From an optimization exercise on the open Yosys and OpenROAD flow, aimed at small area, a short achievable clock period and few clock cycles per item; shortcuts taken in it are not production practice. No functional check of the RTL was part of any run shown here.

===== flow/config.mk =====
export PLATFORM = sky130hd
export DESIGN_NAME = jenc_backend
export DESIGN_NICKNAME = jenc_backend
export VERILOG_FILES = /design/flow/design.v
export SDC_FILE = /design/flow/constraint.sdc
export NUM_CORES = 4
export LEC_CHECK = 0
export CAP_MARGIN = 20
export CORE_MARGIN = 2
export CORE_UTILIZATION = 40
export PLACE_DENSITY = 0.6
export SLEW_MARGIN = 20

===== flow/design.v =====
module huff_tables (
    input  logic        dc,
    input  logic        chroma,
    input  logic [3:0]  run,
    input  logic [3:0]  size,
    output logic [4:0]  len,
    output logic [15:0] code
);
always_comb begin
    len = 5'd0;
    code = 16'd0;
    case ({dc, chroma, size})
    6'b0_0_0000: if (&run) begin len = 5'd11; code = 16'b0000011111111001; end
        else begin len = 5'd4; code = 16'b0000000000001010; end
    6'b0_0_0001:
        case (run)
        4'd0: begin len = 5'd2; code = 16'b0000000000000000; end
        4'd1: begin len = 5'd4; code = 16'b0000000000001100; end
        4'd2: begin len = 5'd5; code = 16'b0000000000011100; end
        4'd3: begin len = 5'd6; code = 16'b0000000000111010; end
        4'd4: begin len = 5'd6; code = 16'b0000000000111011; end
        4'd5: begin len = 5'd7; code = 16'b0000000001111010; end
        4'd6: begin len = 5'd7; code = 16'b0000000001111011; end
        4'd7: begin len = 5'd8; code = 16'b0000000011111010; end
        4'd8: begin len = 5'd9; code = 16'b0000000111111000; end
        4'd9: begin len = 5'd9; code = 16'b0000000111111001; end
        4'd10: begin len = 5'd9; code = 16'b0000000111111010; end
        4'd11: begin len = 5'd10; code = 16'b0000001111111001; end
        4'd12: begin len = 5'd10; code = 16'b0000001111111010; end
        4'd13: begin len = 5'd11; code = 16'b0000011111111000; end
        4'd14: begin len = 5'd16; code = 16'b1111111111101011; end
        4'd15: begin len = 5'd16; code = 16'b1111111111110101; end
        endcase
    6'b0_0_0010:
        case (run)
        4'd0: begin len = 5'd2; code = 16'b0000000000000001; end
        4'd1: begin len = 5'd5; code = 16'b0000000000011011; end
        4'd2: begin len = 5'd8; code = 16'b0000000011111001; end
        4'd3: begin len = 5'd9; code = 16'b0000000111110111; end
        4'd4: begin len = 5'd10; code = 16'b0000001111111000; end
        4'd5: begin len = 5'd11; code = 16'b0000011111110111; end
        4'd6: begin len = 5'd12; code = 16'b0000111111110110; end
        4'd7: begin len = 5'd12; code = 16'b0000111111110111; end
        4'd8: begin len = 5'd15; code = 16'b0111111111000000; end
        4'd9: begin len = 5'd16; code = 16'b1111111110111110; end
        4'd10: begin len = 5'd16; code = 16'b1111111111000111; end
        4'd11: begin len = 5'd16; code = 16'b1111111111010000; end
        4'd12: begin len = 5'd16; code = 16'b1111111111011001; end
        4'd13: begin len = 5'd16; code = 16'b1111111111100010; end
        4'd14: begin len = 5'd16; code = 16'b1111111111101100; end
        4'd15: begin len = 5'd16; code = 16'b1111111111110110; end
        endcase
    6'b0_0_0011:
        case (run)
        4'd0: begin len = 5'd3; code = 16'b0000000000000100; end
        4'd1: begin len = 5'd7; code = 16'b0000000001111001; end
        4'd2: begin len = 5'd10; code = 16'b0000001111110111; end
        4'd3: begin len = 5'd12; code = 16'b0000111111110101; end
        4'd4: begin len = 5'd16; code = 16'b1111111110010110; end
        4'd5: begin len = 5'd16; code = 16'b1111111110011110; end
        4'd6: begin len = 5'd16; code = 16'b1111111110100110; end
        4'd7: begin len = 5'd16; code = 16'b1111111110101110; end
        4'd8: begin len = 5'd16; code = 16'b1111111110110110; end
        4'd9: begin len = 5'd16; code = 16'b1111111110111111; end
        4'd10: begin len = 5'd16; code = 16'b1111111111001000; end
        4'd11: begin len = 5'd16; code = 16'b1111111111010001; end
        4'd12: begin len = 5'd16; code = 16'b1111111111011010; end
        4'd13: begin len = 5'd16; code = 16'b1111111111100011; end
        4'd14: begin len = 5'd16; code = 16'b1111111111101101; end
        4'd15: begin len = 5'd16; code = 16'b1111111111110111; end
        endcase
    6'b0_0_0100:
        case (run)
        4'd0: begin len = 5'd4; code = 16'b0000000000001011; end
        4'd1: begin len = 5'd9; code = 16'b0000000111110110; end
        4'd2: begin len = 5'd12; code = 16'b0000111111110100; end
        4'd3: begin len = 5'd16; code = 16'b1111111110001111; end
        4'd4: begin len = 5'd16; code = 16'b1111111110010111; end
        4'd5: begin len = 5'd16; code = 16'b1111111110011111; end
        4'd6: begin len = 5'd16; code = 16'b1111111110100111; end
        4'd7: begin len = 5'd16; code = 16'b1111111110101111; end
        4'd8: begin len = 5'd16; code = 16'b1111111110110111; end
        4'd9: begin len = 5'd16; code = 16'b1111111111000000; end
        4'd10: begin len = 5'd16; code = 16'b1111111111001001; end
        4'd11: begin len = 5'd16; code = 16'b1111111111010010; end
        4'd12: begin len = 5'd16; code = 16'b1111111111011011; end
        4'd13: begin len = 5'd16; code = 16'b1111111111100100; end
        4'd14: begin len = 5'd16; code = 16'b1111111111101110; end
        4'd15: begin len = 5'd16; code = 16'b1111111111111000; end
        endcase
    6'b0_0_0101:
        case (run)
        4'd0: begin len = 5'd5; code = 16'b0000000000011010; end
        4'd1: begin len = 5'd11; code = 16'b0000011111110110; end
        4'd2: begin len = 5'd16; code = 16'b1111111110001001; end
        4'd3: begin len = 5'd16; code = 16'b1111111110010000; end
        4'd4: begin len = 5'd16; code = 16'b1111111110011000; end
        4'd5: begin len = 5'd16; code = 16'b1111111110100000; end
        4'd6: begin len = 5'd16; code = 16'b1111111110101000; end
        4'd7: begin len = 5'd16; code = 16'b1111111110110000; end
        4'd8: begin len = 5'd16; code = 16'b1111111110111000; end
        4'd9: begin len = 5'd16; code = 16'b1111111111000001; end
        4'd10: begin len = 5'd16; code = 16'b1111111111001010; end
        4'd11: begin len = 5'd16; code = 16'b1111111111010011; end
        4'd12: begin len = 5'd16; code = 16'b1111111111011100; end
        4'd13: begin len = 5'd16; code = 16'b1111111111100101; end
        4'd14: begin len = 5'd16; code = 16'b1111111111101111; end
        4'd15: begin len = 5'd16; code = 16'b1111111111111001; end
        endcase
    6'b0_0_0110:
        case (run)
        4'd0: begin len = 5'd7; code = 16'b0000000001111000; end
        4'd1: begin len = 5'd16; code = 16'b1111111110000100; end
        4'd2: begin len = 5'd16; code = 16'b1111111110001010; end
        4'd3: begin len = 5'd16; code = 16'b1111111110010001; end
        4'd4: begin len = 5'd16; code = 16'b1111111110011001; end
        4'd5: begin len = 5'd16; code = 16'b1111111110100001; end
        4'd6: begin len = 5'd16; code = 16'b1111111110101001; end
        4'd7: begin len = 5'd16; code = 16'b1111111110110001; end
        4'd8: begin len = 5'd16; code = 16'b1111111110111001; end
        4'd9: begin len = 5'd16; code = 16'b1111111111000010; end
        4'd10: begin len = 5'd16; code = 16'b1111111111001011; end
        4'd11: begin len = 5'd16; code = 16'b1111111111010100; end
        4'd12: begin len = 5'd16; code = 16'b1111111111011101; end
        4'd13: begin len = 5'd16; code = 16'b1111111111100110; end
        4'd14: begin len = 5'd16; code = 16'b1111111111110000; end
        4'd15: begin len = 5'd16; code = 16'b1111111111111010; end
        endcase
    6'b0_0_0111:
        case (run)
        4'd0: begin len = 5'd8; code = 16'b0000000011111000; end
        4'd1: begin len = 5'd16; code = 16'b1111111110000101; end
        4'd2: begin len = 5'd16; code = 16'b1111111110001011; end
        4'd3: begin len = 5'd16; code = 16'b1111111110010010; end
        4'd4: begin len = 5'd16; code = 16'b1111111110011010; end
        4'd5: begin len = 5'd16; code = 16'b1111111110100010; end
        4'd6: begin len = 5'd16; code = 16'b1111111110101010; end
        4'd7: begin len = 5'd16; code = 16'b1111111110110010; end
        4'd8: begin len = 5'd16; code = 16'b1111111110111010; end
        4'd9: begin len = 5'd16; code = 16'b1111111111000011; end
        4'd10: begin len = 5'd16; code = 16'b1111111111001100; end
        4'd11: begin len = 5'd16; code = 16'b1111111111010101; end
        4'd12: begin len = 5'd16; code = 16'b1111111111011110; end
        4'd13: begin len = 5'd16; code = 16'b1111111111100111; end
        4'd14: begin len = 5'd16; code = 16'b1111111111110001; end
        4'd15: begin len = 5'd16; code = 16'b1111111111111011; end
        endcase
    6'b0_0_1000:
        case (run)
        4'd0: begin len = 5'd10; code = 16'b0000001111110110; end
        4'd1: begin len = 5'd16; code = 16'b1111111110000110; end
        4'd2: begin len = 5'd16; code = 16'b1111111110001100; end
        4'd3: begin len = 5'd16; code = 16'b1111111110010011; end
        4'd4: begin len = 5'd16; code = 16'b1111111110011011; end
        4'd5: begin len = 5'd16; code = 16'b1111111110100011; end
        4'd6: begin len = 5'd16; code = 16'b1111111110101011; end
        4'd7: begin len = 5'd16; code = 16'b1111111110110011; end
        4'd8: begin len = 5'd16; code = 16'b1111111110111011; end
        4'd9: begin len = 5'd16; code = 16'b1111111111000100; end
        4'd10: begin len = 5'd16; code = 16'b1111111111001101; end
        4'd11: begin len = 5'd16; code = 16'b1111111111010110; end
        4'd12: begin len = 5'd16; code = 16'b1111111111011111; end
        4'd13: begin len = 5'd16; code = 16'b1111111111101000; end
        4'd14: begin len = 5'd16; code = 16'b1111111111110010; end
        4'd15: begin len = 5'd16; code = 16'b1111111111111100; end
        endcase
    6'b0_0_1001:
        case (run)
        4'd0: begin len = 5'd16; code = 16'b1111111110000010; end
        4'd1: begin len = 5'd16; code = 16'b1111111110000111; end
        4'd2: begin len = 5'd16; code = 16'b1111111110001101; end
        4'd3: begin len = 5'd16; code = 16'b1111111110010100; end
        4'd4: begin len = 5'd16; code = 16'b1111111110011100; end
        4'd5: begin len = 5'd16; code = 16'b1111111110100100; end
        4'd6: begin len = 5'd16; code = 16'b1111111110101100; end
        4'd7: begin len = 5'd16; code = 16'b1111111110110100; end
        4'd8: begin len = 5'd16; code = 16'b1111111110111100; end
        4'd9: begin len = 5'd16; code = 16'b1111111111000101; end
        4'd10: begin len = 5'd16; code = 16'b1111111111001110; end
        4'd11: begin len = 5'd16; code = 16'b1111111111010111; end
        4'd12: begin len = 5'd16; code = 16'b1111111111100000; end
        4'd13: begin len = 5'd16; code = 16'b1111111111101001; end
        4'd14: begin len = 5'd16; code = 16'b1111111111110011; end
        4'd15: begin len = 5'd16; code = 16'b1111111111111101; end
        endcase
    6'b0_0_1010:
        case (run)
        4'd0: begin len = 5'd16; code = 16'b1111111110000011; end
        4'd1: begin len = 5'd16; code = 16'b1111111110001000; end
        4'd2: begin len = 5'd16; code = 16'b1111111110001110; end
        4'd3: begin len = 5'd16; code = 16'b1111111110010101; end
        4'd4: begin len = 5'd16; code = 16'b1111111110011101; end
        4'd5: begin len = 5'd16; code = 16'b1111111110100101; end
        4'd6: begin len = 5'd16; code = 16'b1111111110101101; end
        4'd7: begin len = 5'd16; code = 16'b1111111110110101; end
        4'd8: begin len = 5'd16; code = 16'b1111111110111101; end
        4'd9: begin len = 5'd16; code = 16'b1111111111000110; end
        4'd10: begin len = 5'd16; code = 16'b1111111111001111; end
        4'd11: begin len = 5'd16; code = 16'b1111111111011000; end
        4'd12: begin len = 5'd16; code = 16'b1111111111100001; end
        4'd13: begin len = 5'd16; code = 16'b1111111111101010; end
        4'd14: begin len = 5'd16; code = 16'b1111111111110100; end
        4'd15: begin len = 5'd16; code = 16'b1111111111111110; end
        endcase
    6'b0_1_0000: if (&run) begin len = 5'd10; code = 16'b0000001111111010; end
        else begin len = 5'd2; code = 16'b0000000000000000; end
    6'b0_1_0001:
        case (run)
        4'd0: begin len = 5'd2; code = 16'b0000000000000001; end
        4'd1: begin len = 5'd4; code = 16'b0000000000001011; end
        4'd2: begin len = 5'd5; code = 16'b0000000000011010; end
        4'd3: begin len = 5'd5; code = 16'b0000000000011011; end
        4'd4: begin len = 5'd6; code = 16'b0000000000111010; end
        4'd5: begin len = 5'd6; code = 16'b0000000000111011; end
        4'd6: begin len = 5'd7; code = 16'b0000000001111001; end
        4'd7: begin len = 5'd7; code = 16'b0000000001111010; end
        4'd8: begin len = 5'd8; code = 16'b0000000011111001; end
        4'd9: begin len = 5'd9; code = 16'b0000000111110111; end
        4'd10: begin len = 5'd9; code = 16'b0000000111111000; end
        4'd11: begin len = 5'd9; code = 16'b0000000111111001; end
        4'd12: begin len = 5'd9; code = 16'b0000000111111010; end
        4'd13: begin len = 5'd11; code = 16'b0000011111111001; end
        4'd14: begin len = 5'd14; code = 16'b0011111111100000; end
        4'd15: begin len = 5'd15; code = 16'b0111111111000011; end
        endcase
    6'b0_1_0010:
        case (run)
        4'd0: begin len = 5'd3; code = 16'b0000000000000100; end
        4'd1: begin len = 5'd6; code = 16'b0000000000111001; end
        4'd2: begin len = 5'd8; code = 16'b0000000011110111; end
        4'd3: begin len = 5'd8; code = 16'b0000000011111000; end
        4'd4: begin len = 5'd9; code = 16'b0000000111110110; end
        4'd5: begin len = 5'd10; code = 16'b0000001111111001; end
        4'd6: begin len = 5'd11; code = 16'b0000011111110111; end
        4'd7: begin len = 5'd11; code = 16'b0000011111111000; end
        4'd8: begin len = 5'd16; code = 16'b1111111110110111; end
        4'd9: begin len = 5'd16; code = 16'b1111111111000000; end
        4'd10: begin len = 5'd16; code = 16'b1111111111001001; end
        4'd11: begin len = 5'd16; code = 16'b1111111111010010; end
        4'd12: begin len = 5'd16; code = 16'b1111111111011011; end
        4'd13: begin len = 5'd16; code = 16'b1111111111100100; end
        4'd14: begin len = 5'd16; code = 16'b1111111111101101; end
        4'd15: begin len = 5'd16; code = 16'b1111111111110110; end
        endcase
    6'b0_1_0011:
        case (run)
        4'd0: begin len = 5'd4; code = 16'b0000000000001010; end
        4'd1: begin len = 5'd8; code = 16'b0000000011110110; end
        4'd2: begin len = 5'd10; code = 16'b0000001111110111; end
        4'd3: begin len = 5'd10; code = 16'b0000001111111000; end
        4'd4: begin len = 5'd16; code = 16'b1111111110010111; end
        4'd5: begin len = 5'd16; code = 16'b1111111110011111; end
        4'd6: begin len = 5'd16; code = 16'b1111111110100111; end
        4'd7: begin len = 5'd16; code = 16'b1111111110101111; end
        4'd8: begin len = 5'd16; code = 16'b1111111110111000; end
        4'd9: begin len = 5'd16; code = 16'b1111111111000001; end
        4'd10: begin len = 5'd16; code = 16'b1111111111001010; end
        4'd11: begin len = 5'd16; code = 16'b1111111111010011; end
        4'd12: begin len = 5'd16; code = 16'b1111111111011100; end
        4'd13: begin len = 5'd16; code = 16'b1111111111100101; end
        4'd14: begin len = 5'd16; code = 16'b1111111111101110; end
        4'd15: begin len = 5'd16; code = 16'b1111111111110111; end
        endcase
    6'b0_1_0100:
        case (run)
        4'd0: begin len = 5'd5; code = 16'b0000000000011000; end
        4'd1: begin len = 5'd9; code = 16'b0000000111110101; end
        4'd2: begin len = 5'd12; code = 16'b0000111111110110; end
        4'd3: begin len = 5'd12; code = 16'b0000111111110111; end
        4'd4: begin len = 5'd16; code = 16'b1111111110011000; end
        4'd5: begin len = 5'd16; code = 16'b1111111110100000; end
        4'd6: begin len = 5'd16; code = 16'b1111111110101000; end
        4'd7: begin len = 5'd16; code = 16'b1111111110110000; end
        4'd8: begin len = 5'd16; code = 16'b1111111110111001; end
        4'd9: begin len = 5'd16; code = 16'b1111111111000010; end
        4'd10: begin len = 5'd16; code = 16'b1111111111001011; end
        4'd11: begin len = 5'd16; code = 16'b1111111111010100; end
        4'd12: begin len = 5'd16; code = 16'b1111111111011101; end
        4'd13: begin len = 5'd16; code = 16'b1111111111100110; end
        4'd14: begin len = 5'd16; code = 16'b1111111111101111; end
        4'd15: begin len = 5'd16; code = 16'b1111111111111000; end
        endcase
    6'b0_1_0101:
        case (run)
        4'd0: begin len = 5'd5; code = 16'b0000000000011001; end
        4'd1: begin len = 5'd11; code = 16'b0000011111110110; end
        4'd2: begin len = 5'd15; code = 16'b0111111111000010; end
        4'd3: begin len = 5'd16; code = 16'b1111111110010001; end
        4'd4: begin len = 5'd16; code = 16'b1111111110011001; end
        4'd5: begin len = 5'd16; code = 16'b1111111110100001; end
        4'd6: begin len = 5'd16; code = 16'b1111111110101001; end
        4'd7: begin len = 5'd16; code = 16'b1111111110110001; end
        4'd8: begin len = 5'd16; code = 16'b1111111110111010; end
        4'd9: begin len = 5'd16; code = 16'b1111111111000011; end
        4'd10: begin len = 5'd16; code = 16'b1111111111001100; end
        4'd11: begin len = 5'd16; code = 16'b1111111111010101; end
        4'd12: begin len = 5'd16; code = 16'b1111111111011110; end
        4'd13: begin len = 5'd16; code = 16'b1111111111100111; end
        4'd14: begin len = 5'd16; code = 16'b1111111111110000; end
        4'd15: begin len = 5'd16; code = 16'b1111111111111001; end
        endcase
    6'b0_1_0110:
        case (run)
        4'd0: begin len = 5'd6; code = 16'b0000000000111000; end
        4'd1: begin len = 5'd12; code = 16'b0000111111110101; end
        4'd2: begin len = 5'd16; code = 16'b1111111110001100; end
        4'd3: begin len = 5'd16; code = 16'b1111111110010010; end
        4'd4: begin len = 5'd16; code = 16'b1111111110011010; end
        4'd5: begin len = 5'd16; code = 16'b1111111110100010; end
        4'd6: begin len = 5'd16; code = 16'b1111111110101010; end
        4'd7: begin len = 5'd16; code = 16'b1111111110110010; end
        4'd8: begin len = 5'd16; code = 16'b1111111110111011; end
        4'd9: begin len = 5'd16; code = 16'b1111111111000100; end
        4'd10: begin len = 5'd16; code = 16'b1111111111001101; end
        4'd11: begin len = 5'd16; code = 16'b1111111111010110; end
        4'd12: begin len = 5'd16; code = 16'b1111111111011111; end
        4'd13: begin len = 5'd16; code = 16'b1111111111101000; end
        4'd14: begin len = 5'd16; code = 16'b1111111111110001; end
        4'd15: begin len = 5'd16; code = 16'b1111111111111010; end
        endcase
    6'b0_1_0111:
        case (run)
        4'd0: begin len = 5'd7; code = 16'b0000000001111000; end
        4'd1: begin len = 5'd16; code = 16'b1111111110001000; end
        4'd2: begin len = 5'd16; code = 16'b1111111110001101; end
        4'd3: begin len = 5'd16; code = 16'b1111111110010011; end
        4'd4: begin len = 5'd16; code = 16'b1111111110011011; end
        4'd5: begin len = 5'd16; code = 16'b1111111110100011; end
        4'd6: begin len = 5'd16; code = 16'b1111111110101011; end
        4'd7: begin len = 5'd16; code = 16'b1111111110110011; end
        4'd8: begin len = 5'd16; code = 16'b1111111110111100; end
        4'd9: begin len = 5'd16; code = 16'b1111111111000101; end
        4'd10: begin len = 5'd16; code = 16'b1111111111001110; end
        4'd11: begin len = 5'd16; code = 16'b1111111111010111; end
        4'd12: begin len = 5'd16; code = 16'b1111111111100000; end
        4'd13: begin len = 5'd16; code = 16'b1111111111101001; end
        4'd14: begin len = 5'd16; code = 16'b1111111111110010; end
        4'd15: begin len = 5'd16; code = 16'b1111111111111011; end
        endcase
    6'b0_1_1000:
        case (run)
        4'd0: begin len = 5'd9; code = 16'b0000000111110100; end
        4'd1: begin len = 5'd16; code = 16'b1111111110001001; end
        4'd2: begin len = 5'd16; code = 16'b1111111110001110; end
        4'd3: begin len = 5'd16; code = 16'b1111111110010100; end
        4'd4: begin len = 5'd16; code = 16'b1111111110011100; end
        4'd5: begin len = 5'd16; code = 16'b1111111110100100; end
        4'd6: begin len = 5'd16; code = 16'b1111111110101100; end
        4'd7: begin len = 5'd16; code = 16'b1111111110110100; end
        4'd8: begin len = 5'd16; code = 16'b1111111110111101; end
        4'd9: begin len = 5'd16; code = 16'b1111111111000110; end
        4'd10: begin len = 5'd16; code = 16'b1111111111001111; end
        4'd11: begin len = 5'd16; code = 16'b1111111111011000; end
        4'd12: begin len = 5'd16; code = 16'b1111111111100001; end
        4'd13: begin len = 5'd16; code = 16'b1111111111101010; end
        4'd14: begin len = 5'd16; code = 16'b1111111111110011; end
        4'd15: begin len = 5'd16; code = 16'b1111111111111100; end
        endcase
    6'b0_1_1001:
        case (run)
        4'd0: begin len = 5'd10; code = 16'b0000001111110110; end
        4'd1: begin len = 5'd16; code = 16'b1111111110001010; end
        4'd2: begin len = 5'd16; code = 16'b1111111110001111; end
        4'd3: begin len = 5'd16; code = 16'b1111111110010101; end
        4'd4: begin len = 5'd16; code = 16'b1111111110011101; end
        4'd5: begin len = 5'd16; code = 16'b1111111110100101; end
        4'd6: begin len = 5'd16; code = 16'b1111111110101101; end
        4'd7: begin len = 5'd16; code = 16'b1111111110110101; end
        4'd8: begin len = 5'd16; code = 16'b1111111110111110; end
        4'd9: begin len = 5'd16; code = 16'b1111111111000111; end
        4'd10: begin len = 5'd16; code = 16'b1111111111010000; end
        4'd11: begin len = 5'd16; code = 16'b1111111111011001; end
        4'd12: begin len = 5'd16; code = 16'b1111111111100010; end
        4'd13: begin len = 5'd16; code = 16'b1111111111101011; end
        4'd14: begin len = 5'd16; code = 16'b1111111111110100; end
        4'd15: begin len = 5'd16; code = 16'b1111111111111101; end
        endcase
    6'b0_1_1010:
        case (run)
        4'd0: begin len = 5'd12; code = 16'b0000111111110100; end
        4'd1: begin len = 5'd16; code = 16'b1111111110001011; end
        4'd2: begin len = 5'd16; code = 16'b1111111110010000; end
        4'd3: begin len = 5'd16; code = 16'b1111111110010110; end
        4'd4: begin len = 5'd16; code = 16'b1111111110011110; end
        4'd5: begin len = 5'd16; code = 16'b1111111110100110; end
        4'd6: begin len = 5'd16; code = 16'b1111111110101110; end
        4'd7: begin len = 5'd16; code = 16'b1111111110110110; end
        4'd8: begin len = 5'd16; code = 16'b1111111110111111; end
        4'd9: begin len = 5'd16; code = 16'b1111111111001000; end
        4'd10: begin len = 5'd16; code = 16'b1111111111010001; end
        4'd11: begin len = 5'd16; code = 16'b1111111111011010; end
        4'd12: begin len = 5'd16; code = 16'b1111111111100011; end
        4'd13: begin len = 5'd16; code = 16'b1111111111101100; end
        4'd14: begin len = 5'd16; code = 16'b1111111111110101; end
        4'd15: begin len = 5'd16; code = 16'b1111111111111110; end
        endcase
    6'b1_0_0000: begin len = 5'd2; code = 16'b0000000000000000; end
    6'b1_0_0001: begin len = 5'd3; code = 16'b0000000000000010; end
    6'b1_0_0010: begin len = 5'd3; code = 16'b0000000000000011; end
    6'b1_0_0011: begin len = 5'd3; code = 16'b0000000000000100; end
    6'b1_0_0100: begin len = 5'd3; code = 16'b0000000000000101; end
    6'b1_0_0101: begin len = 5'd3; code = 16'b0000000000000110; end
    6'b1_0_0110: begin len = 5'd4; code = 16'b0000000000001110; end
    6'b1_0_0111: begin len = 5'd5; code = 16'b0000000000011110; end
    6'b1_0_1000: begin len = 5'd6; code = 16'b0000000000111110; end
    6'b1_0_1001: begin len = 5'd7; code = 16'b0000000001111110; end
    6'b1_0_1010: begin len = 5'd8; code = 16'b0000000011111110; end
    6'b1_0_1011: begin len = 5'd9; code = 16'b0000000111111110; end
    6'b1_1_0000: begin len = 5'd2; code = 16'b0000000000000000; end
    6'b1_1_0001: begin len = 5'd2; code = 16'b0000000000000001; end
    6'b1_1_0010: begin len = 5'd2; code = 16'b0000000000000010; end
    6'b1_1_0011: begin len = 5'd3; code = 16'b0000000000000110; end
    6'b1_1_0100: begin len = 5'd4; code = 16'b0000000000001110; end
    6'b1_1_0101: begin len = 5'd5; code = 16'b0000000000011110; end
    6'b1_1_0110: begin len = 5'd6; code = 16'b0000000000111110; end
    6'b1_1_0111: begin len = 5'd7; code = 16'b0000000001111110; end
    6'b1_1_1000: begin len = 5'd8; code = 16'b0000000011111110; end
    6'b1_1_1001: begin len = 5'd9; code = 16'b0000000111111110; end
    6'b1_1_1010: begin len = 5'd10; code = 16'b0000001111111110; end
    6'b1_1_1011: begin len = 5'd11; code = 16'b0000011111111110; end
    default: ;
    endcase
end
endmodule
module entropy #(
    parameter int DEPTH = 4                 
) (
    input  logic signed [10:0]  q0,
    input  logic signed [10:0]  q1,
    input  logic                q_valid,
    output logic                q_hold,
    input  logic [4:0]          q_cnt,
    input  logic [1:0]          q_chroma,
    input  logic                q_last_mcu,
    output logic [25:0]         out_chunk,      
    output logic [4:0]          out_len,        
    output logic                out_last,       
    output logic                out_valid,
    input  logic                out_take,       
    input  logic                clk,
    input  logic                resetn
);
localparam int AW = 2;                   
typedef struct packed {
    logic               last;
    logic               dc;
    logic [1:0]         chroma;
    logic [1:0]         zrl;
    logic [3:0]         run;
    logic [10:0]        val;
} entry_t;
logic [5:0]     run_r;            
logic           take;
logic           is_dc, is_end, nz0, nz1;
logic           e0, e1;
logic [5:0]     run1;
entry_t         ent0, ent1;
always_comb begin
    take   = q_valid & ~q_hold;
    is_dc  = q_cnt == 5'd0;
    is_end = &q_cnt;
    nz0    = |q0;
    nz1    = |q1;
    e0     = is_dc | nz0;
    e1     = is_end | nz1;
    run1   = e0 ? 6'd0 : run_r + 6'd1;
    ent0.last   = 1'b0;
    ent0.dc     = is_dc;
    ent0.chroma = q_chroma;
    ent0.zrl    = is_dc ? 2'd0 : run_r[5:4];
    ent0.run    = is_dc ? 4'd0 : run_r[3:0];
    ent0.val    = q0;
    ent1.last   = is_end & q_last_mcu;
    ent1.dc     = 1'b0;
    ent1.chroma = q_chroma;
    ent1.zrl    = nz1 ? run1[5:4] : 2'd0;       
    ent1.run    = nz1 ? run1[3:0] : 4'd0;
    ent1.val    = q1;
end
always_ff @(posedge clk)
    if (take)
        run_r <= nz1 ? 6'd0 : run1 + 6'd1;
logic [DEPTH-1:0][20:0] mem;      
logic [AW-1:0]  wp, rp;
logic [AW:0]    cnt, cnt_next, cnt_push, cnt_pop;
logic           hold_next;
logic           pop;
logic [1:0]     npush;
entry_t         first;
entry_t         head;
always_comb begin
    npush    = take ? {1'b0, e0} + {1'b0, e1} : 2'd0;
    first    = e0 ? ent0 : ent1;
    head     = mem[rp];
    cnt_push = cnt + {{(AW-1){1'b0}}, npush};
    cnt_pop  = cnt_push - (AW+1)'(1);
    cnt_next = pop ? cnt_pop : cnt_push;
    hold_next = pop ? (cnt_pop > (AW+1)'(DEPTH - 2)) : (cnt_push > (AW+1)'(DEPTH - 2));
end
always_ff @(posedge clk) begin
    for (int i = 0; i < DEPTH; i++) begin
        if (take & (e0 | e1) & wp == AW'(i))
            mem[i] <= first;
        else if (take & e0 & e1 & wp + AW'(1) == AW'(i))
            mem[i] <= ent1;
    end
end
always_ff @(posedge clk)
    if (!resetn) begin
        wp     <= '0;
        rp     <= '0;
        cnt    <= '0;
        q_hold <= 1'b0;
    end else begin
        wp     <= wp + AW'(npush);
        rp     <= rp + AW'(pop);
        cnt    <= cnt_next;
        q_hold <= hold_next;
    end
function automatic [3:0] bit_length(input logic [10:0] m);
    bit_length = 0;
    for (int k = 0; k < 11; k++)
        if (m[k])
            bit_length = 4'(k + 1);
endfunction
logic signed [10:0] pred0, pred1, pred2;    
logic [1:0]         zc;           
logic               s_valid, s_ready;
logic               s_dc, s_chroma, s_last, s_zrl;
logic [3:0]         a_run, a_size;
logic [3:0]         s_run, s_size;
logic [10:0]        s_amp;
logic               h_valid, h_zrl;
logic signed [11:0] v, vn;
logic signed [10:0] p;
logic [10:0]        mag, smear;
logic [3:0]         size;
logic               c_ready;
always_comb begin
    h_valid = cnt != '0;
    h_zrl   = head.zrl != zc;
    case (head.dc ? head.chroma : 2'd3)
        2'd0: p = pred0;
        2'd1: p = pred1;
        2'd2: p = pred2;
        default: p = 11'sd0;
    endcase
    v       = {head.val[10], head.val} - {p[10], p};
    vn      = {p[10], p} - {head.val[10], head.val};
    mag     = v[11] ? vn[10:0] : v[10:0];
    size    = bit_length(mag);
    smear   = mag;
    for (int k = 9; k >= 0; k--)
        smear[k] = smear[k] | smear[k+1];
    s_ready = ~s_valid | c_ready;
    pop     = h_valid & s_ready & ~h_zrl;
end
always_ff @(posedge clk)
    if (!resetn) begin
        s_valid <= 1'b0;
        zc      <= 2'd0;
        pred0   <= '0;
        pred1   <= '0;
        pred2   <= '0;
    end else if (s_ready) begin
        s_valid <= h_valid;
        if (h_valid) begin
            if (h_zrl)
                zc <= zc + 2'd1;
            else begin
                zc <= 2'd0;
                if (head.last) begin
                    pred0 <= '0;
                    pred1 <= '0;
                    pred2 <= '0;
                end else if (head.dc)
                    case (head.chroma)
                        2'd0: pred0 <= head.val;
                        2'd1: pred1 <= head.val;
                        default: pred2 <= head.val;
                    endcase
            end
        end
    end
always_ff @(posedge clk)
    if (s_ready & h_valid) begin
        s_dc     <= head.dc;
        s_chroma <= |head.chroma;
        s_last   <= head.last & ~h_zrl;
        s_zrl    <= h_zrl;
        s_run    <= head.run;
        s_size   <= size;
        s_amp    <= h_zrl ? 11'h0 : (v[11] ? mag ^ smear : mag);
    end
logic [4:0]     code_len;
logic [15:0]    code;
always_comb begin
    a_run  = s_zrl ? 4'hf : s_run;
    a_size = s_zrl ? 4'h0 : s_size;
end
huff_tables ht (
    .dc     (s_dc),
    .chroma (s_chroma),
    .run    (a_run),
    .size   (a_size),
    .len    (code_len),
    .code   (code)
);
always_comb c_ready = ~out_valid | out_take;
always_ff @(posedge clk)
    if (!resetn)
        out_valid <= 1'b0;
    else if (c_ready)
        out_valid <= s_valid;
always_ff @(posedge clk)
    if (c_ready & s_valid) begin
        out_chunk <= (26'(code) << a_size) | 26'(s_amp);
        out_len   <= code_len + 5'(a_size);
        out_last  <= s_last;
    end
endmodule
module byte_pack #(
    parameter int W = 33                    
) (
    input  logic [25:0]         chunk,          
    input  logic [4:0]          chunk_len,
    input  logic                chunk_last,
    input  logic                chunk_valid,
    output logic                chunk_take,
    output logic [31:0]         out_data,
    output logic                out_tlast,
    output logic                out_valid,
    input  logic                out_hold,
    input  logic                clk,
    input  logic                resetn
);
localparam int NW = 6;                   
logic [W-1:0]   acc;             
logic [NW-1:0]  n;               
logic           flush;           
logic           stuffp;          
logic [23:0]    asm_r;           
logic [1:0]     k;               
logic [NW-4:0]  full;
logic           part;
logic [1:0]     avail;           
logic [15:0]    pad, tb;
logic [7:0]     b0, b1;
logic           ff0, ff1;
always_comb begin
    full  = n[NW-1:3];
    part  = flush & (n[2:0] != 3'd0);
    avail = (full >= 2) ? 2'd2 : 2'(full) + 2'(part);
    if (avail > 2'd2) avail = 2'd2;
    pad   = (flush && n < NW'(16)) ? (16'hffff >> n[3:0]) : 16'h0;
    tb    = acc[W-1 -: 16] | pad;
    b0    = tb[15:8];
    b1    = tb[7:0];
    ff0   = &b0;
    ff1   = &b1;
end
logic [1:0]     e;               
logic [1:0]     d;               
logic [7:0]     x0, x1;
logic           stuffp_n;
always_comb begin
    x0 = 8'h00; x1 = 8'h00; e = 2'd0; d = 2'd0; stuffp_n = 1'b0;
    if (stuffp) begin
        x0 = 8'h00;
        if (avail != 2'd0) begin
            x1 = b0; e = 2'd2; d = 2'd1; stuffp_n = ff0;
        end else begin
            e = 2'd1;
        end
    end else if (avail != 2'd0) begin
        x0 = b0;
        if (ff0) begin
            x1 = 8'h00; e = 2'd2; d = 2'd1;
        end else if (avail == 2'd2) begin
            x1 = b1; e = 2'd2; d = 2'd2; stuffp_n = ff1;
        end else begin
            e = 2'd1; d = 2'd1;
        end
    end
end
logic [NW-1:0]  n_d;
logic [2:0]     t;
logic           done, push, go;
logic [31:0]    word;
always_comb begin
    case (d)
        2'd0: n_d = n;
        2'd1: n_d = (n > NW'(8))  ? n - NW'(8)  : '0;
        default: n_d = (n > NW'(16)) ? n - NW'(16) : '0;
    endcase
    t     = {1'b0, k} + {1'b0, e};
    done  = flush & (n_d == '0) & ~stuffp_n;
    push  = (t >= 3'd4) | (done & (t != 3'd0));
    go    = ~(push & out_valid);
    case (k)
        2'd0: word = {x0, x1, 16'hffff};
        2'd1: word = {asm_r[23:16], x0, x1, 8'hff};
        2'd2: word = {asm_r[23:8], x0, x1};
        default: word = {asm_r, x0};
    endcase
    if (t < 3'd4) begin
        if (t <= 3'd1) word[23:16] = 8'hff;
        if (t <= 3'd2) word[15:8]  = 8'hff;
        if (t <= 3'd3) word[7:0]   = 8'hff;
    end
end
logic [W+15:0]  ext, ext_d, ins;
logic           fit;
logic [NW:0]    nl;
logic [NW-1:0]  n_new;
logic           fit0, fit1, fit2;
logic [NW-1:0]  nl0, nl1, nl2;
always_comb begin
    nl    = (NW+1)'(n) + (NW+1)'(chunk_len);
    fit0  = nl <= (NW+1)'(W);
    fit1  = nl <= (NW+1)'(W + 8);
    fit2  = nl <= (NW+1)'(W + 16);
    nl0   = NW'(nl);
    nl1   = NW'(nl - (NW+1)'(8));
    nl2   = NW'(nl - (NW+1)'(16));
    case (d)
        2'd0: fit = fit0;
        2'd1: fit = fit1;
        default: fit = fit2;
    endcase
    chunk_take = chunk_valid & ~flush & go & fit;
    ins   = (W+16)'(chunk) << (W + 16 - nl);
    ext   = {acc, 16'h0} | (chunk_take ? ins : '0);
    case (go ? d : 2'd0)
        2'd0: ext_d = ext;
        2'd1: ext_d = ext << 8;
        default: ext_d = ext << 16;
    endcase
    if (chunk_take)
        case (d)
            2'd0: n_new = nl0;
            2'd1: n_new = nl1;
            default: n_new = nl2;
        endcase
    else
        n_new = n_d;
end
always_ff @(posedge clk)
    if (!resetn) begin
        acc       <= '0;
        n         <= '0;
        flush     <= 1'b0;
        stuffp    <= 1'b0;
        k         <= 2'd0;
        out_valid <= 1'b0;
    end else begin
        if (out_valid & ~out_hold)
            out_valid <= 1'b0;
        if (go) begin
            acc    <= ext_d[W+15 -: W];
            n      <= n_new;
            stuffp <= stuffp_n;
            if (chunk_take & chunk_last)
                flush <= 1'b1;
            else if (done & (t <= 3'd4))
                flush <= 1'b0;
            if (push) begin
                out_valid <= 1'b1;
                k         <= (t == 3'd5) ? 2'd1 : 2'd0;
            end else
                k         <= t[1:0];
        end
    end
always_ff @(posedge clk)
    if (go) begin
        if (push) begin
            out_data  <= word;
            out_tlast <= done & (t <= 3'd4);
            asm_r[23:16] <= x1;           
        end else
            case (k)
                2'd0: asm_r[23:8] <= {x0, x1};
                2'd1: asm_r[15:0] <= {x0, x1};
                2'd2: asm_r[7:0] <= x0;
                default: ;
            endcase
    end
endmodule
module jenc_backend (
    input  logic               clk,
    input  logic               resetn,
    input  logic signed [10:0] q0,
    input  logic signed [10:0] q1,
    input  logic               q_valid,
    output logic               q_hold,
    input  logic [4:0]         q_cnt,
    input  logic [1:0]         q_chroma,
    input  logic               q_last_mcu,
    output logic [31:0]        out_data,
    output logic               out_tlast,
    output logic               out_valid,
    input  logic               out_hold
);
logic [25:0]    chunk;
logic [4:0]     chunk_len;
logic           chunk_last;
logic           chunk_valid;
logic           chunk_take;
entropy entropy (
    .q0             (q0),
    .q1             (q1),
    .q_valid        (q_valid),
    .q_hold         (q_hold),
    .q_cnt          (q_cnt),
    .q_chroma       (q_chroma),
    .q_last_mcu     (q_last_mcu),
    .out_chunk      (chunk),
    .out_len        (chunk_len),
    .out_last       (chunk_last),
    .out_valid      (chunk_valid),
    .out_take       (chunk_take),
    .clk            (clk),
    .resetn         (resetn)
);
byte_pack byte_pack (
    .chunk          (chunk),
    .chunk_len      (chunk_len),
    .chunk_last     (chunk_last),
    .chunk_valid    (chunk_valid),
    .chunk_take     (chunk_take),
    .out_data       (out_data),
    .out_tlast      (out_tlast),
    .out_valid      (out_valid),
    .out_hold       (out_hold),
    .clk            (clk),
    .resetn         (resetn)
);
endmodule

===== flow/constraint.sdc =====
create_clock -name core_clock -period 9.5 [get_ports {clk}]
set_input_delay 1.9000 -clock core_clock [delete_from_list [all_inputs] [get_ports {clk}]]
set_output_delay 1.9000 -clock core_clock [all_outputs]
set_load 0.01 [all_outputs]

===== flow/run.sh =====
#!/bin/bash
# synth_recipe.tcl (not shown) runs the flow's synth.tcl, then flattens the netlist and writes it again
# the make line also repeats each setting of config.mk as NAME=value (left out here)
make -C /OpenROAD-flow-scripts/flow DESIGN_CONFIG=/design/flow/config.mk WORK_HOME=/design/flow/orfs CLKGATE_MAP_FILE= SYNTH_SCRIPT=/design/flow/synth_recipe.tcl finish

==> results of run 1 <==
[final cells by class]
class / count / area share
Clock buffer: 45 / 0.0361
Clock inverter: 17 / 0.00498
Inverter: 67 / 0.00973
Multi-Input combinational cell: 2149 / 0.564
Sequential cell: 291 / 0.303
Tap cell: 765 / 0.0370
Timing Repair Buffer: 132 / 0.0447
[critical path: stages (launching register included)]
cell	delay, ns
edfxtp_1	0.36
buf_4	0.28
or2_2	0.44
inv_1	0.27
ha_1	0.65
buf_4	0.39
and2_1	0.17
o21ai_0	0.18
nand2_1	0.41
or4_1	0.17
a41oi_1	0.22
o41ai_1	1.10
a2bb2oi_1	0.35
mux2_2	0.39
a221o_1	0.34
[worst paths after layout]
check / start / to / slack, ns / depth (start not counted)
setup / recovery: entropy.s_zrl / entropy.out_chunk[7] / 3.49 / 14
hold / removal: entropy.s_last / entropy.out_last / 0.44 / 0
hold reg to reg: entropy.s_last / entropy.out_last / 0.44 / 0
setup reg to reg: entropy.s_zrl / entropy.out_chunk[7] / 3.49 / 14
[synthesized netlist by cell type (12+ instances only)]
| library cell | instances |
|---|---|
| nor3_1 | 75 |
| edfxtp_1 | 202 |
| o221ai_1 | 17 |
| a22oi_1 | 33 |
| mux4_2 | 43 |
| nor2_1 | 215 |
| dfxtp_1 | 89 |
| a22o_1 | 32 |
| o21ai_0 | 175 |
| nand4_1 | 20 |
| xnor2_1 | 21 |
| a21o_1 | 29 |
| a221oi_1 | 19 |
| o31ai_1 | 21 |
| a32oi_1 | 12 |
| xor2_1 | 16 |
| o22ai_1 | 50 |
| mux2i_1 | 89 |
| or3_1 | 27 |
| nand3_1 | 86 |
| or2_2 | 18 |
| nand2_1 | 316 |
| a2111oi_0 | 13 |
| nor4_1 | 24 |
| inv_1 | 62 |
| nor3b_1 | 16 |
| o32ai_1 | 19 |
| and2_1 | 30 |
| o211ai_1 | 44 |
| ha_1 | 71 |
| a211o_1 | 13 |
| a211oi_1 | 52 |
| nor2b_1 | 34 |
| nand2b_1 | 41 |
| mux2_2 | 51 |
| a31oi_1 | 25 |
| buf_1 | 29 |
| a21oi_1 | 183 |
| o21a_1 | 14 |
| clkbuf_1 | 193 |
[metrics by stage]
step                       util  area (sq um)  setup slack, ns
after floorplan               -         23500             3.56
after global placement    0.428         24800             3.40
after detailed placement  0.428         24800             3.22
after CTS                 0.446         25800             3.19
after global routing      0.446         25900             3.02
final                     0.446         25900             3.49
[logic make-up (layout without fill, tap and decap cells)]
| logic type | after synthesis | count (layout) | share of synthesized area |
|---|---|---|---|
| simple gates | 969 | 969 | 0.200 |
| compound gates | 882 | 882 | 0.256 |
| buf+inv | 297 | 261 | 0.0487 |
| flops | 291 | 291 | 0.334 |
| mux | 183 | 183 | 0.104 |
| fa+ha+maj | 78 | 78 | 0.0434 |
| xor+xnor | 37 | 37 | 0.0138 |
[flip-flops by register name (all words and copies together) (netlist names), 24 cells and up]
name	flops
entropy.mem	84
entropy.out_chunk	26
byte_pack.acc	33
byte_pack.asm_r	24
byte_pack.out_data	32
[per-layer routing]
metal	vias up	global-route usage	wire, um
met3	298	0.0525	7940
met1	11144	0.375	35900
li1	10311	-	-
met4	0	0.132	4540
met2	1320	0.448	39900
met5	-	0	0
==> summary.txt, run 1 <==
commonest cells after routing, fill and taps aside=nand2_1 (316), nor2_1 (211), edfxtp_1 (202); clock-pin slew on the worst setup and hold paths=about 0.06 ns; Overflow after GRT=0; Max Cap Viol=0; hold crit path type=reg -> reg; Mapped Avg Cell Area=8.58 sq um; f_max=approximately 0.17 GHz; Root Buffer=clkbuf_16; Detailed Route WL=88.2 mm; Avg WL per Cell=~25 um; prevailing post-synth register cell=edfxtp_1; ant diodes=0; clk sinks=roughly 290; number of enable flip-flop cells after synthesis=just over 200; hpwl dp=61.9 mm; Post-CTS Resized=0; dpl cells=between 3,000 and 4,000; synthesized flop and latch total=291; Layout Skew=0.0276 ns; CP required=9.80 ns; max-slew violation count=0; final cell count without fillers=3,466; setup_tns=0 ns; Multi-input gate area=0.0146 sq mm; commonest non-fill, non-tap cell in the layout=nand2_1; Total GRT Usage=0.284; Final Setup Violations=0; # IOs=between 60 and 70; Residual DRC=0; sequential area share after synthesis=0.334; Filler cells=5,684; Crit Path Max Fanout=34; Mapped Cells=~2,700; synth unique cells=95; htree depth=2; iteration count of the initial detailed-routing pass=6; status=no timing/DRC/antenna violations; clock latency at the later pin of the worst-skew pair=approximately 0.56 ns; syn nets=between 2,000 and 3,000; CTS tree=yes; Buffers on Ports=between 60 and 70; endpoint type of the worst setup path=flop; vias in the first global route=between 20,000 and 25,000; top cells by area, synth=edfxtp_1 (26%), dfxtp_1 (7.6%), nand2_1 (5.1%); min Tclk post-route=between 6 and 7 ns; core box area=a little under 0.06 sq mm; worst-case clock buffer depth=3; Slew @ Worst Pin=approximately 1.2 ns; DIE WIDTH=between 200 and 250 um; via count=roughly 23,000; die height=246 um; Inserted Clock Buffers=34; first-pass GRT wire length=roughly 130 mm; vias per cell=between 6 and 7; WP data arrival=about 6.3 ns; initial antenna violation count=1; initial detailed-routing violation count=about 3,000; post-CTS setup buffer count=0; Hold Fails Final Rpt=0; Final Net Count=~2,800; sequential cell area=approximately 0.008 sq mm; layout cells sized above 1=0.100; Final Wtd Congestion=slightly below 1; critical path type=reg -> reg; Rel. slew slack=0.207; # rows=between 80 and 90; Yosys top cell area share=0.258; # hold bufs at CTS=0; Async SR Flop Fraction=0; DIE AREA=approximately 0.061 sq mm; largest net degree at the start of global routing=77; P&R area growth vs syn=10.1%; Setup crit start kind=flop; synth warn=3; largest area contributor in the netlist=edfxtp_1; RSZ-0062 raised after global routing=no; Netlist Area Pre-Place=approximately 0.023 sq mm; worst hold margin=around 0.44 ns; fin crit share=0.633; Initial Util=0.405; Routed Antenna Nets=0
==> run 2, diff against run 1 <==
--- a/flow/design.v
+++ b/flow/design.v
@@ -518,22 +518,13 @@
         q_hold <= hold_next;
     end
-function automatic [3:0] bit_length(input logic [10:0] m);
-    bit_length = 0;
-    for (int k = 0; k < 11; k++)
-        if (m[k])
-            bit_length = 4'(k + 1);
-endfunction
 logic signed [10:0] pred0, pred1, pred2;    
 logic [1:0]         zc;           
 logic               s_valid, s_ready;
-logic               s_dc, s_chroma, s_last, s_zrl;
-logic [3:0]         a_run, a_size;
-logic [3:0]         s_run, s_size;
-logic [10:0]        s_amp;
+logic               s_dc, s_chroma, s_last, s_zrl, s_neg;
+logic [3:0]         s_run;
+logic [10:0]        s_mag;
 logic               h_valid, h_zrl;
 logic signed [11:0] v, vn;
 logic signed [10:0] p;
-logic [10:0]        mag, smear;
-logic [3:0]         size;
 logic               c_ready;
 always_comb begin
@@ -548,9 +539,4 @@
     v       = {head.val[10], head.val} - {p[10], p};
     vn      = {p[10], p} - {head.val[10], head.val};
-    mag     = v[11] ? vn[10:0] : v[10:0];
-    size    = bit_length(mag);
-    smear   = mag;
-    for (int k = 9; k >= 0; k--)
-        smear[k] = smear[k] | smear[k+1];
     s_ready = ~s_valid | c_ready;
     pop     = h_valid & s_ready & ~h_zrl;
@@ -590,12 +576,24 @@
         s_zrl    <= h_zrl;
         s_run    <= head.run;
-        s_size   <= size;
-        s_amp    <= h_zrl ? 11'h0 : (v[11] ? mag ^ smear : mag);
+        s_neg    <= v[11];
+        s_mag    <= h_zrl ? 11'h0 : (v[11] ? vn[10:0] : v[10:0]);
     end
+function automatic [3:0] bit_length(input logic [10:0] m);
+    bit_length = 0;
+    for (int k = 0; k < 11; k++)
+        if (m[k])
+            bit_length = 4'(k + 1);
+endfunction
+logic [3:0]     size, a_run;
+logic [10:0]    smear, amp;
 logic [4:0]     code_len;
 logic [15:0]    code;
 always_comb begin
-    a_run  = s_zrl ? 4'hf : s_run;
-    a_size = s_zrl ? 4'h0 : s_size;
+    size  = bit_length(s_mag);
+    smear = s_mag;
+    for (int k = 9; k >= 0; k--)
+        smear[k] = smear[k] | smear[k+1];
+    amp   = s_neg ? s_mag ^ smear : s_mag;
+    a_run = s_zrl ? 4'hf : s_run;
 end
 huff_tables ht (
@@ -603,5 +601,5 @@
     .chroma (s_chroma),
     .run    (a_run),
-    .size   (a_size),
+    .size   (size),
     .len    (code_len),
     .code   (code)
@@ -615,6 +613,6 @@
 always_ff @(posedge clk)
     if (c_ready & s_valid) begin
-        out_chunk <= (26'(code) << a_size) | 26'(s_amp);
-        out_len   <= code_len + 5'(a_size);
+        out_chunk <= (26'(code) << size) | 26'(amp);
+        out_len   <= code_len + 5'(size);
         out_last  <= s_last;
     end
@@ -640,5 +638,4 @@
 logic           flush;           
 logic           stuffp;          
-logic [23:0]    asm_r;           
 logic [1:0]     k;               
 logic [NW-4:0]  full;
@@ -664,9 +661,13 @@
 logic [7:0]     x0, x1;
 logic           stuffp_n;
+logic           one;             
 always_comb begin
+    one = &k;
     x0 = 8'h00; x1 = 8'h00; e = 2'd0; d = 2'd0; stuffp_n = 1'b0;
-    if (stuffp) begin
+    if (out_valid) begin
+        stuffp_n = stuffp;
+    end else if (stuffp) begin
         x0 = 8'h00;
-        if (avail != 2'd0) begin
+        if (avail != 2'd0 && !one) begin
             x1 = b0; e = 2'd2; d = 2'd1; stuffp_n = ff0;
         end else begin
@@ -675,7 +676,9 @@
     end else if (avail != 2'd0) begin
         x0 = b0;
-        if (ff0) begin
+        if (ff0 & one) begin
+            e = 2'd1; d = 2'd1; stuffp_n = 1'b1;
+        end else if (ff0) begin
             x1 = 8'h00; e = 2'd2; d = 2'd1;
-        end else if (avail == 2'd2) begin
+        end else if (avail == 2'd2 && !one) begin
             x1 = b1; e = 2'd2; d = 2'd2; stuffp_n = ff1;
         end else begin
@@ -697,12 +700,13 @@
     done  = flush & (n_d == '0) & ~stuffp_n;
     push  = (t >= 3'd4) | (done & (t != 3'd0));
-    go    = ~(push & out_valid);
+    go    = 1'b1;
+    word  = out_data;
     case (k)
-        2'd0: word = {x0, x1, 16'hffff};
-        2'd1: word = {asm_r[23:16], x0, x1, 8'hff};
-        2'd2: word = {asm_r[23:8], x0, x1};
-        default: word = {asm_r, x0};
+        2'd0: word[31:16] = {x0, x1};
+        2'd1: word[23:8]  = {x0, x1};
+        2'd2: word[15:0]  = {x0, x1};
+        default: word[7:0] = x0;
     endcase
-    if (t < 3'd4) begin
+    if (push & (t < 3'd4)) begin
         if (t <= 3'd1) word[23:16] = 8'hff;
         if (t <= 3'd2) word[15:8]  = 8'hff;
@@ -767,5 +771,5 @@
             if (push) begin
                 out_valid <= 1'b1;
-                k         <= (t == 3'd5) ? 2'd1 : 2'd0;
+                k         <= 2'd0;
             end else
                 k         <= t[1:0];
@@ -773,16 +777,7 @@
     end
 always_ff @(posedge clk)
-    if (go) begin
-        if (push) begin
-            out_data  <= word;
-            out_tlast <= done & (t <= 3'd4);
-            asm_r[23:16] <= x1;           
-        end else
-            case (k)
-                2'd0: asm_r[23:8] <= {x0, x1};
-                2'd1: asm_r[15:0] <= {x0, x1};
-                2'd2: asm_r[7:0] <= x0;
-                default: ;
-            endcase
+    if (e != 2'd0) begin
+        out_data  <= word;
+        out_tlast <= done;
     end
 endmodule
--- a/flow/config.mk
+++ b/flow/config.mk
@@ -6,7 +6,9 @@
 export NUM_CORES = 4
 export LEC_CHECK = 0
+export ABC_AREA = 1
 export CAP_MARGIN = 20
 export CORE_MARGIN = 2
 export CORE_UTILIZATION = 40
 export PLACE_DENSITY = 0.6
+export SETUP_SLACK_MARGIN = 4
 export SLEW_MARGIN = 20
==> run 2 against run 1 <==
  * Still clean on timing, DRC and antenna
  * Sequential cell count is 27 lower
  * Sequential share of layout area is 0.15 points lower
  * Core utilization is 0.69 points higher
  * Non-clock buffer count is 24 lower
  * Count of clock-buffer cells in the layout is 6 lower
  * Largest cell class unchanged
==> summary.txt, run 2 <==
Initial Util=0.405; first-pass GRT wire length=about 120 mm; Hold Path End=entropy.out_last; hold crit path type=reg -> reg; sequential cell area=a little over 0.007 sq mm; Final Setup Violations=0; worst flop-to-flop path startpoint=entropy.s_mag[3]; Residual DRC=0; Hold Fails Final Rpt=0; Avg WL per Cell=around 20 um; setup_tns=0 ns; largest area contributor in the netlist=edfxtp_1; min Tclk post-route=between 5 and 6 ns; clk sinks=264; Mapped Cells=between 3,000 and 4,000; number of enable flip-flop cells after synthesis=between 150 and 200; Filler cells=~5,300; DIE WIDTH=232 um; Rel. slew slack=0.211; layout cells sized above 1=0.0519; ant diodes=0; worst-case clock buffer depth=3; Overflow after GRT=0; vias per cell=roughly 5.7; Top reg by flops=entropy.mem; R2R depth=18; synth warn=3; most frequent CP cell=inv_1; Multi-input gate area=~0.012 sq mm; CP required=roughly 9.9 ns; DP Area=roughly 0.022 sq mm; max-slew violation count=0; Setup crit start kind=input port; sequential area share after synthesis=0.338; Yosys top cell area share=0.253; Layout Skew=0.0242 ns; # IOs=between 60 and 70; Total GRT Usage=0.283; Inserted Clock Buffers=31; worst hold stages=0; synthesized flop and latch total=~260; commonest non-fill, non-tap cell in the layout=nand2_1; largest net degree at the start of global routing=between 50 and 60; max FFs per register=84; synth unique cells=65; Max Cap Viol=0; WP data arrival=about 5.7 ns; initial detailed-routing violation count=2,374; Finished Core Util=0.453; Post-synth top cells=nand2_1 (806), nor2_1 (391), inv_1 (370), nand3_1 (345), o21ai_0 (238); Detailed Route WL=slightly below 80 mm; CTS tree=yes; top cells by area, synth=edfxtp_1 (25%), nand2_1 (15%), dfxtp_1 (8.6%); Routed Antenna Nets=0; hpwl dp=about 58 mm; critical path type=in -> reg; via count=roughly 22,000; die height=232 um; Largest regs=entropy.mem (84), byte_pack.acc (33), byte_pack.out_data (32); Crit Path Max Fanout=7; Final Net Count=3,285; Final Instance Area=about 0.023 sq mm; RR Endpoint=entropy.out_len[4]; Mapped Avg Cell Area=6.60 sq um; Final WS setup=~4.2 ns; commonest cells after routing, fill and taps aside=nand2_1 (805), nor2_1 (385), inv_1 (369); vias in the first global route=21,056; Buffers on Ports=68; f_max=between 0.15 and 0.2 GHz; Worst R2R Setup Slack=between 4 and 5 ns; iteration count of the initial detailed-routing pass=6; # rows=between 80 and 90; Async SR Flop Fraction=0; Worst path max stage delay=0.60 ns; clock-pin slew on the worst setup and hold paths=around 0.06 ns; P&R area growth vs syn=12.0%; critical path cell sequence=clkdlybuf4s50_1 > or4_4 > nor4_4 > and3_4 > clkinvlp_4 > nor2_2 > inv_1 > ha_1 > inv_1 > nor2_1 > ha_1 > fa_1 > inv_1 > ha_1 > inv_1 > xor2_1 > o21ai_0 > nand2_1 > a21oi_1; prevailing post-synth register cell=edfxtp_1; Root Buffer=clkbuf_16; DIE AREA=approximately 0.054 sq mm; Netlist Area Pre-Place=0.0208 sq mm; clock latency at the later pin of the worst-skew pair=about 0.59 ns; initial antenna violation count=2; fin crit share=0.554; RSZ-0062 raised after global routing=yes; endpoint type of the worst setup path=flop; core box area=0.0514 sq mm; status=no timing/DRC/antenna violations; Slew @ Worst Pin=1.18 ns; most frequent cell after synthesis=nand2_1; # hold bufs at CTS=0; htree depth=1; pre-CTS setup slack=about 3.3 ns; syn nets=3,267; CP max-delay cell=fa_1; Final Wtd Congestion=~1.0; HP Start=entropy.s_last
## run 2: cell types whose count changed in the layout (fill, tap and decap cells not counted), moves of 29 or more
cell,delta
a22oi_1,-29
nand2_1,+489
nor2b_1,-33
mux2i_1,-87
nor2_1,+174
nor3_1,-31
inv_1,+308
nand2b_1,-41
a22o_1,-31
mux4_2,-43
mux2_2,-51
a211oi_1,-41
nand3_1,+259
o21ai_0,+59
## run 2: critical path: cells and delay by family
| kind | cells | cell delay [ns] |
|---|---|---|
| adders and majority gates | 4 | 1.29 |
| xor gates and xnor gates | 1 | 0.13 |
| AOI/OAI and AO/OA | 2 | 0.15 |
| and+or+nand+nor | 6 | 1.30 |
| buffers and inverters | 6 | 0.90 |
## run 2: stage by stage
step                hold WS [ns]  cells
floorplan                  0.400   3154
global placement           0.406   3813
detailed placement         0.405   3813
CTS                        0.416   3870
global route               0.422   3876
finish                     0.419   3876
## run 2: cell families after synthesis
logic type                 count (synthesis)  synth area share
AOI/OAI and AO/OA                        578             0.157
xor gates and xnor gates                  20           0.00842
adders and majority gates                 79            0.0497
buffers and inverters                    514            0.0950
DFF                                      264             0.338
muxes                                      2          0.000962
and+or+nand+nor                         1697             0.350
## run 2: timing repair
item / CTS / global route
endpoints found under the setup margin: 2 / 14
resized for setup: 2 / 17
buffers inserted: 0 / 6
## run 2: layout make-up
cell class                 count  share of cell area
clock buffer                  39              0.0373
clock inverter                18             0.00918
inverter                     391              0.0637
multi-input combinational   2376               0.509
sequential                   264               0.302
tap                          680              0.0365
timing repair buffer         108              0.0423
## run 2: how the worst max path moves through the flow
stage / startpoint / endpoint / slack [ns] / cells past startpoint
floorplan: q1[5] / entropy.q_hold / 4.44 / 18
global placement: q1[5] / entropy.q_hold / 3.31 / 19
detailed placement: q1[5] / entropy.q_hold / 3.34 / 19
CTS: q1[5] / entropy.q_hold / 4.02 / 19
global route: entropy.rp[0] / entropy.s_mag[7] / 3.99 / 27
finish: q1[5] / entropy.q_hold / 4.24 / 19
## run 2: routing by layer
metal / track usage / up-vias / part of all wire
met3: 0.0312 / 220 / 0.064
met4: 0.116 / 4 / 0.044
met1: 0.371 / 10289 / 0.43
li1: - / 10571 / -
met5: 0 / - / 0.00039
met2: 0.473 / 961 / 0.47
==> run 3, diff against run 2 <==
--- a/flow/design.v
+++ b/flow/design.v
@@ -500,7 +500,7 @@
 always_ff @(posedge clk) begin
     for (int i = 0; i < DEPTH; i++) begin
-        if (take & (e0 | e1) & wp == AW'(i))
+        if (take & wp == AW'(i))
             mem[i] <= first;
-        else if (take & e0 & e1 & wp + AW'(1) == AW'(i))
+        else if (take & wp + AW'(1) == AW'(i))
             mem[i] <= ent1;
     end
@@ -718,5 +718,5 @@
 logic [NW:0]    nl;
 logic [NW-1:0]  n_new;
-logic           fit0, fit1, fit2;
+logic           fit0, fit1, fit2, dge1;
 logic [NW-1:0]  nl0, nl1, nl2;
 always_comb begin
@@ -725,12 +725,9 @@
     fit1  = nl <= (NW+1)'(W + 8);
     fit2  = nl <= (NW+1)'(W + 16);
+    dge1  = ~out_valid & (avail != 2'd0) & ~(stuffp & one);
     nl0   = NW'(nl);
     nl1   = NW'(nl - (NW+1)'(8));
     nl2   = NW'(nl - (NW+1)'(16));
-    case (d)
-        2'd0: fit = fit0;
-        2'd1: fit = fit1;
-        default: fit = fit2;
-    endcase
+    fit   = fit0 | (dge1 & fit1);
     chunk_take = chunk_valid & ~flush & go & fit;
     ins   = (W+16)'(chunk) << (W + 16 - nl);
==> run 3 against run 2 <==
  * Still clean
  * Setup slack gained 0.090 ns
  * Wire length about the same
  * Non-clock buffer count down 2
  * Register-to-register slack worse by 0.09 ns
==> summary.txt, run 3 <==
synthesized flop and latch total=approximately 260; core box area=0.0513 sq mm; Slew @ Worst Pin=between 1 and 1.5 ns; CP required=10.00 ns; Inserted Clock Buffers=31; via count=between 20,000 and 25,000; Filler cells=approximately 5,200; die height=roughly 230 um; # IOs=between 60 and 70; DIE WIDTH=between 200 and 250 um; Crit Path Max Fanout=6; crit-path leading delay family=simple AND/OR/NAND/NOR gates; Post-synth top cells=nand2_1 (757), nand3_1 (382), nor2_1 (367), inv_1 (327), o21ai_0 (231); largest net degree at the start of global routing=55; DIE AREA=0.0538 sq mm; Setup crit start kind=input port; R2R depth=17; ant diodes=0; Yosys top cell area share=0.253; layout cells sized above 1=0.0592; # rows=between 80 and 90; Rel. slew slack=0.257; Total GRT Usage=0.284; prevailing post-synth register cell=edfxtp_1; fin crit share=0.544; RSZ-0062 raised after global routing=no; Initial Util=0.405; clock latency at the later pin of the worst-skew pair=between 0.5 and 0.6 ns; commonest cells after routing, fill and taps aside=nand2_1 (755), nand3_1 (382), nor2_1 (360); iteration count of the initial detailed-routing pass=8; Netlist Area Pre-Place=0.0208 sq mm; worst hold margin=approximately 0.43 ns; clk sinks=264; hpwl dp=~58 mm; RR Endpoint=entropy.out_len[4]; max-slew violation count=0; Async SR Flop Fraction=0; sequential area share after synthesis=0.339; Avg WL per Cell=approximately 20 um; status=no timing/DRC/antenna violations; f_max=about 0.19 GHz; vias in the first global route=roughly 21,000; worst hold stages=0; initial antenna violation count=0; CTS tree=yes; Top reg by flops=entropy.mem; Root Buffer=clkbuf_16; Hold Fails Final Rpt=0; number of enable flip-flop cells after synthesis=175; htree depth=1; crit path buf inv count=2; HP Start=entropy.s_last; largest area contributor in the netlist=edfxtp_1; dpl cells=3,756; Buffers on Ports=between 60 and 70; syn nets=roughly 3,200; synth unique cells=between 60 and 70; endpoint type of the worst setup path=flop; Max Cap Viol=0; clock-pin slew on the worst setup and hold paths=0.06 ns; setup_tns=0 ns; # hold bufs at CTS=0; first-pass GRT wire length=about 120 mm; Mapped Avg Cell Area=roughly 6.7 sq um; commonest non-fill, non-tap cell in the layout=nand2_1; Mapped Cells=approximately 3,100; Worst R2R Setup Slack=between 4 and 5 ns; critical path type=in -> reg; Worst path max stage delay=just under 0.6 ns; top cells by area, synth=edfxtp_1 (25%), nand2_1 (14%), nand3_1 (9.2%); Layout Skew=0.0307 ns; most frequent CP cell=ha_1; Residual DRC=0; Final Setup Violations=0; Overflow after GRT=0; max FFs per register=between 80 and 90; worst flop-to-flop path startpoint=entropy.s_zrl; final cell count without fillers=3,820; Final Wtd Congestion=1.00; hold crit path type=reg -> reg; Largest regs=entropy.mem (84), byte_pack.acc (33), byte_pack.out_data (32); synth warn=3; P&R area growth vs syn=11.9%; critical path cell sequence=clkdlybuf4s50_1 > or4_1 > nor4_2 > o21ai_0 > ha_1 > inv_1 > nor2_1 > ha_1 > fa_1 > ha_1 > or2_1 > o22ai_1 > nand2_1 > nand2_1; worst-case clock buffer depth=3; CP max-delay cell=or4_1; Routed Antenna Nets=0; Critical Path Stages=14; most frequent cell after synthesis=nand2_1; Final Net Count=3,235; WP data arrival=between 5 and 6 ns; Detailed Route WL=approximately 78 mm; vias per cell=between 5 and 6; Hold Path End=entropy.out_last; min Tclk post-route=5.17 ns; initial detailed-routing violation count=roughly 2,600
run 3: cell types whose count changed after synthesis, sizes merged, moves of 13 or more:
cell	before	now
nor2	404	390
inv	380	346
nand2	815	773
nand3	349	387
nor3	46	29
o22ai	30	43
run 3: metal layers:
metal  up-vias  GRT usage  share of wire
li1      10516          -              -
met1     10352      0.379           0.43
met2       999      0.469           0.47
met3       182     0.0367          0.069
met4         0      0.103          0.038
met5         -          0              0
run 3: layout make-up:
type | instances | area [sq um] | share of cell area
Tap cell | 680 | 851 | 0.0366
Timing Repair Buffer | 106 | 996 | 0.0428
Clock buffer | 40 | 870 | 0.0374
Inverter | 357 | 1360 | 0.0583
Clock inverter | 18 | 148 | 0.00635
Sequential cell | 264 | 7040 | 0.303
Multi-Input combinational cell | 2355 | 12000 | 0.516
run 3: through the flow:
| stage | instance area [sq um] | utilization | setup slack, ns |
|---|---|---|---|
| 2_1_floorplan | 20800 | - | 4.59 |
| 3_5_place_dp | 22100 | 0.431 | 3.37 |
| 6_report | 23300 | 0.453 | 4.33 |
| 3_3_place_gp | 22100 | 0.431 | 3.53 |
| 4_1_cts | 23100 | 0.451 | 3.99 |
| 5_1_grt | 23300 | 0.453 | 4.00 |
run 3: kinds of logic (layout without fill, tap and decap cells):
| logic type | after synthesis | in the layout | synth area share |
|---|---|---|---|
| AOI/OAI and AO/OA | 574 | 574 | 0.157 |
| muxes | 1 | 1 | 0.000482 |
| and+or+nand+nor | 1674 | 1674 | 0.354 |
| DFF | 264 | 264 | 0.339 |
| buffers and inverters | 475 | 521 | 0.0880 |
| adders and majority gates | 86 | 86 | 0.0539 |
| xor gates and xnor gates | 20 | 20 | 0.00879 |
run 3: worst max path at each step:
stage / startpoint / slack, ns / endpoint
5_1_grt: entropy.rp[0] / 4.00 / entropy.s_mag[9]
6_report: q1[5] / 4.33 / entropy.q_hold
2_1_floorplan: q1[5] / 4.59 / entropy.q_hold
3_5_place_dp: q1[5] / 3.37 / entropy.q_hold
4_1_cts: entropy.rp[0] / 3.99 / entropy.s_mag[6]
3_3_place_gp: q1[5] / 3.53 / entropy.q_hold
run 3: timing repair:
action,4_1_cts,5_1_grt
endpoints found under the hold margin,0,0
setup endpoints to repair,7,11
gates resized for setup,3,12
buffers inserted,0,5

static timing again, ports no longer ideal:
The results above use ideal ports. As a check the final layouts listed here were re-extracted and re-timed, cells and wires unchanged.
Step 1 (the two cells are an assumption about what drives the block):
set clk [get_ports {clk}]
set_driving_cell -lib_cell sky130_fd_sc_hd__clkbuf_16 $clk
set_driving_cell -lib_cell sky130_fd_sc_hd__buf_2 [delete_from_list [all_inputs] $clk]
Step 2, shift: input delay + t, output delay - t, t = (earliest + latest rising clock arrival at the registers) / 2. This alone moves slack from input paths to output paths.
Three values: no drivers, after step 1, after step 2; two values: the first two.
| run | shift t [ns] | setup WS [ns] | hold slack, ns | slew at the worst register clock pin (ns) | cell pins on the clock port's net |
|---|---|---|---|---|---|
| run 1 | 0.606 | 3.485 / 3.485 / 3.421 | 0.435 / 0.435 / 0.435 | 0.06 / 0.06 | 1 |
| run 2 | 0.639 | 4.239 / 4.279 / 3.641 | 0.419 / 0.419 / 0.419 | 0.06 / 0.06 | 1 |
| run 3 | 0.626 | 4.329 / 4.369 / 3.743 | 0.430 / 0.430 / 0.430 | 0.07 / 0.07 | 1 |
After both steps setup and hold are still met in every run listed. The setup slack of run 2, which loses most, moves by +0.040 ns with the drivers and by -0.598 ns with both steps.
